Context: an optimization exercise on an open-source flow, tuned for small area, a short achievable clock period and few clock cycles per item. The choices shown serve that exercise and are no tape-out recipe. Only simulation tests tie the RTL to the original design; equivalence was not proved.

==> flow/design.v (excerpt) <==
module SNN(
	input clk,
	input rst_n,
	input in_valid,
	input [7:0] img,
	input [7:0] ker,
	input [7:0] weight,
	output reg out_valid,
	output reg [9:0] out_data
);
For scale: about 480 flip-flops, about 38 I/O pins.
export LEC_CHECK = 0
export CAP_MARGIN = 20
export CORE_MARGIN = 2
export CORE_UTILIZATION = 55
export CTS_BUF_LIST = sky130_fd_sc_hd__clkbuf_8 sky130_fd_sc_hd__clkbuf_16
export CTS_CLUSTER_DIAMETER = 80
export CTS_CLUSTER_SIZE = 25
export SLEW_MARGIN = 20
export SYNTH_HIERARCHICAL = 1
create_clock -name core_clock -period 15.0 [get_ports {clk}]
standard.sh (not shown) runs the stock make flow with config.mk's settings and CLKGATE_MAP_FILE= SYNTH_SCRIPT=/design/flow/synth_recipe.tcl, a recipe that flattens the netlist after the stock synthesis.
==> flow/flow/run.sh <==
#!/bin/bash
set -euo pipefail
export BUFFER_PORTS_ARGS="-buffer_cell sky130_fd_sc_hd__buf_4"
export SETUP_SLACK_MARGIN=10.85
export CTS_ARGS="-sink_clustering_enable -repair_clock_nets -dont_use_dummy_load -sink_clustering_size 25 -sink_clustering_max_diameter 80 -buf_list {sky130_fd_sc_hd__clkbuf_8 sky130_fd_sc_hd__clkbuf_16}"
bash standard.sh > standard_flow.log 2>&1
The starting point ran to the end with no violations.
Testbench counts at the start, summed over its fixed seeds: cycles 25,920, items 320.
Edit:
--- a/flow/design.v
+++ b/flow/design.v
@@ -1,22 +1,22 @@
 module SNN(
 	input clk,
 	input rst_n,
 	input in_valid,
 	input [7:0] img,
 	input [7:0] ker,
 	input [7:0] weight,
 	output reg out_valid,
 	output reg [9:0] out_data
 );
-localparam [6:0] IDLE = 7'd0;
+localparam [6:0] IDLE = 7'd127;
 localparam [6:0] LAST = 7'd79;    
 reg [6:0] s;
 reg vld_r;
 always @(posedge clk or negedge rst_n) begin
 	if (!rst_n) begin
 		s <= IDLE;
 		vld_r <= 1'b0;
 	end else begin
 		vld_r <= in_valid;
 		if (s == IDLE) s <= vld_r ? 7'd1 : IDLE;
 		else if (s == LAST) s <= IDLE;
@@ -2015,27 +2015,29 @@
 always @(posedge clk or negedge rst_n) begin
 	if (!rst_n) begin
 		g_ins <= 1'b0; g_img1 <= 1'b0; g_first <= 1'b0; fin <= 1'b0;
 	end else begin
 		g_ins <= ins_n;
 		g_img1 <= acc_n;
 		g_first <= (s == 7'd67);
 		fin <= (s == 7'd77);
 	end
 end
 wire [9:0] dbase = g_first ? 10'd0 : dacc;
-wire [8:0] de = {1'b0, gq0} - {1'b0, gs};
-wire dneg = de[8];
-wire [7:0] dmag = de[7:0] ^ {8{dneg}};
-wire [9:0] dnew = dbase + {2'd0, dmag} + {9'd0, dneg};
-wire dbig = dnew[9:4] != 6'd0;
+wire [9:0] dp = dbase + {2'd0, gq0} - {2'd0, gs};
+wire [9:0] dm = dbase + {2'd0, gs} - {2'd0, gq0};
+wire dge = gq0 >= gs;
+wire [9:0] dnew = dge ? dp : dm;
+wire big_p = dp[9:4] != 6'd0;
+wire big_m = dm[9:4] != 6'd0;
+wire dbig = dge ? big_p : big_m;
 always @(posedge clk) begin
 	gq0 <= gq1; gq1 <= gq2; gq2 <= gq3; gq3 <= g_ins ? gs : gq0;
 	if (g_img1) dacc <= dnew;
 end
 always @(posedge clk or negedge rst_n) begin
 	if (!rst_n) begin
 		out_valid <= 1'b0;
 		out_data <= 10'd0;
 	end else begin
 		out_valid <= fin;
 		out_data <= (fin && dbig) ? dnew : 10'd0;
Core utilization goes down by 1.3 points. Critical path depth falls by 7. Worst setup slack is better by 24 ps. Clock-buffer cell count increases by 5. Register-to-register slack is better by 50 ps. Via count is higher by 3.2%. Fmax rises by 0.59%. Final area goes up by 1.4%. Synthesized cell count climbs by 3.8%.
Testbench counts after the change, summed over its fixed seeds: cycles 25,920, items 320.

--- another note on this design; it stands on its own ---

== beta ==
Design SNN, start of the top module:
module SNN(
	input clk,
	input rst_n,
	input in_valid,
	input [7:0] img,
	input [7:0] ker,
	input [7:0] weight,
	output reg out_valid,
	output reg [9:0] out_data
);
localparam [6:0] IDLE = 7'd127;
localparam [6:0] LAST = 7'd79;    
reg [6:0] s;
reg vld_r;
always @(posedge clk or negedge rst_n) begin
	if (!rst_n) begin
		s <= IDLE;
		vld_r <= 1'b0;
	end else begin
		vld_r <= in_valid;
		if (s == IDLE) s <= vld_r ? 7'd1 : IDLE;
		else if (s == LAST) s <= IDLE;
		else s <= s + 7'd1;
	end
end
wire first = (s == IDLE) & vld_r;
reg [7:0] sr0, sr1, sr2, sr3, sr4, sr5, sr6, sr7, sr8, sr9, sr10, sr11, sr12;
always @(posedge clk) begin
	sr0 <= img; sr1 <= sr0; sr2 <= sr1; sr3 <= sr2; sr4 <= sr3; sr5 <= sr4;
	sr6 <= sr5; sr7 <= sr6; sr8 <= sr7; sr9 <= sr8; sr10 <= sr9; sr11 <= sr10; sr12 <= sr11;
end
reg [7:0] k0, k1, k2, k3, k4, k5, k6, k7, k8;
reg [7:0] w0, w1, w2, w3;
wire idle0 = (s == IDLE) & ~vld_r;
always @(posedge clk) begin
	if (idle0) k0 <= ker;
	if (first) k1 <= ker;
	if (s == 7'd1) k2 <= ker;
	if (s == 7'd2) k3 <= ker;
	if (s == 7'd3) k4 <= ker;
	if (s == 7'd4) k5 <= ker;
	if (s == 7'd5) k6 <= ker;
	if (s == 7'd6) k7 <= ker;
	if (s == 7'd7) k8 <= ker;
	if (idle0) w0 <= weight;
	if (first) w1 <= weight;
	if (s == 7'd1) w2 <= weight;
	if (s == 7'd2) w3 <= weight;
end
reg [19:0] r1a, r1b, r2a, r2b, r3a, r3b;
reg [7:0] pm0, pm1;
reg [7:0] fwa, fwb;
wire t1_pp0_0_0 = ~(sr12[0] & k0[0]);
wire t1_pp0_0_1 = ~(sr12[0] & k0[1]);
wire t1_pp0_0_2 = ~(sr12[0] & k0[2]);
wire t1_pp0_0_3 = ~(sr12[0] & k0[3]);
wire t1_pp0_0_4 = ~(sr12[0] & k0[4]);
wire t1_pp0_0_5 = ~(sr12[0] & k0[5]);
  ...
Size: ~480 flip-flops, about 38 I/O pins, about 0.036 mm^2 of cells after synthesis.
clock: 15.0 ns
lec_check: 0
cap_margin: 20
core_margin: 2
core_utilization: 70
slew_margin: 20
synth_hierarchical: 1
standard.sh (not shown) runs the stock make flow with config.mk's settings and CLKGATE_MAP_FILE= SYNTH_SCRIPT=/design/flow/synth_recipe.tcl, a recipe that flattens the netlist after the stock synthesis.
==> flow/flow/run.sh <==
#!/bin/bash
set -euo pipefail
export BUFFER_PORTS_ARGS="-buffer_cell sky130_fd_sc_hd__buf_4"
bash standard.sh > standard_flow.log 2>&1
Testbench counts of beta, summed over its fixed seeds: cycles 25,920, items 320.
Edits applied to the flow inputs when going from beta to alpha:
Settings: CORE_UTILIZATION now 55, was 70.
==> flow/flow/run.sh <==
#!/bin/bash
set -euo pipefail
export BUFFER_PORTS_ARGS="-buffer_cell sky130_fd_sc_hd__buf_4"
export SETUP_SLACK_MARGIN=11
bash standard.sh > standard_flow.log 2>&1
### Flow results
- Across beta and alpha, the outcome is the same: a clean finish for every run.
- Taking beta as the reference, in alpha post-CTS resize count went up 237; non-clock buffer count went up by about 270%.
- beta → alpha: full die area went up by about 27%, least setup slack across all paths after layout went up by 0.44 ns.
- Master of the slowest instance on the critical path: sky130_fd_sc_hd__fa_2 -> alpha, sky130_fd_sc_hd__a211oi_1 -> beta

-- separate check: timing with driven ports --
The flow's constraints put no driver on any port. The routed layouts listed below were extracted and timed again, unchanged, in two steps.
Step 1, drivers: a clkbuf_16 drives clk and a buf_2 each remaining input, both assumed.
Step 2, shift: input delay + t, output delay - t, t = (earliest + latest rising clock arrival at the registers) / 2. This alone moves slack from input paths to output paths.
Three values: ideal ports, drivers, drivers and shift; two values: the first two.
run	t, ns	setup slack, ns	slew at the worst register clock pin (ns)	worst slew at a driven data input, ns
the first run of note 1	0.641	10.883 / 10.831 / 10.883	0.10 / 0.10	0.07
the second run of note 1	0.614	10.908 / 10.842 / 10.934	0.09 / 0.09	0.04
beta	0.661	10.394 / 10.394 / 10.394	0.07 / 0.07	0.06
alpha	0.669	10.835 / 10.835 / 10.835	0.07 / 0.07	0.07
After both steps every run listed still meets setup and hold.
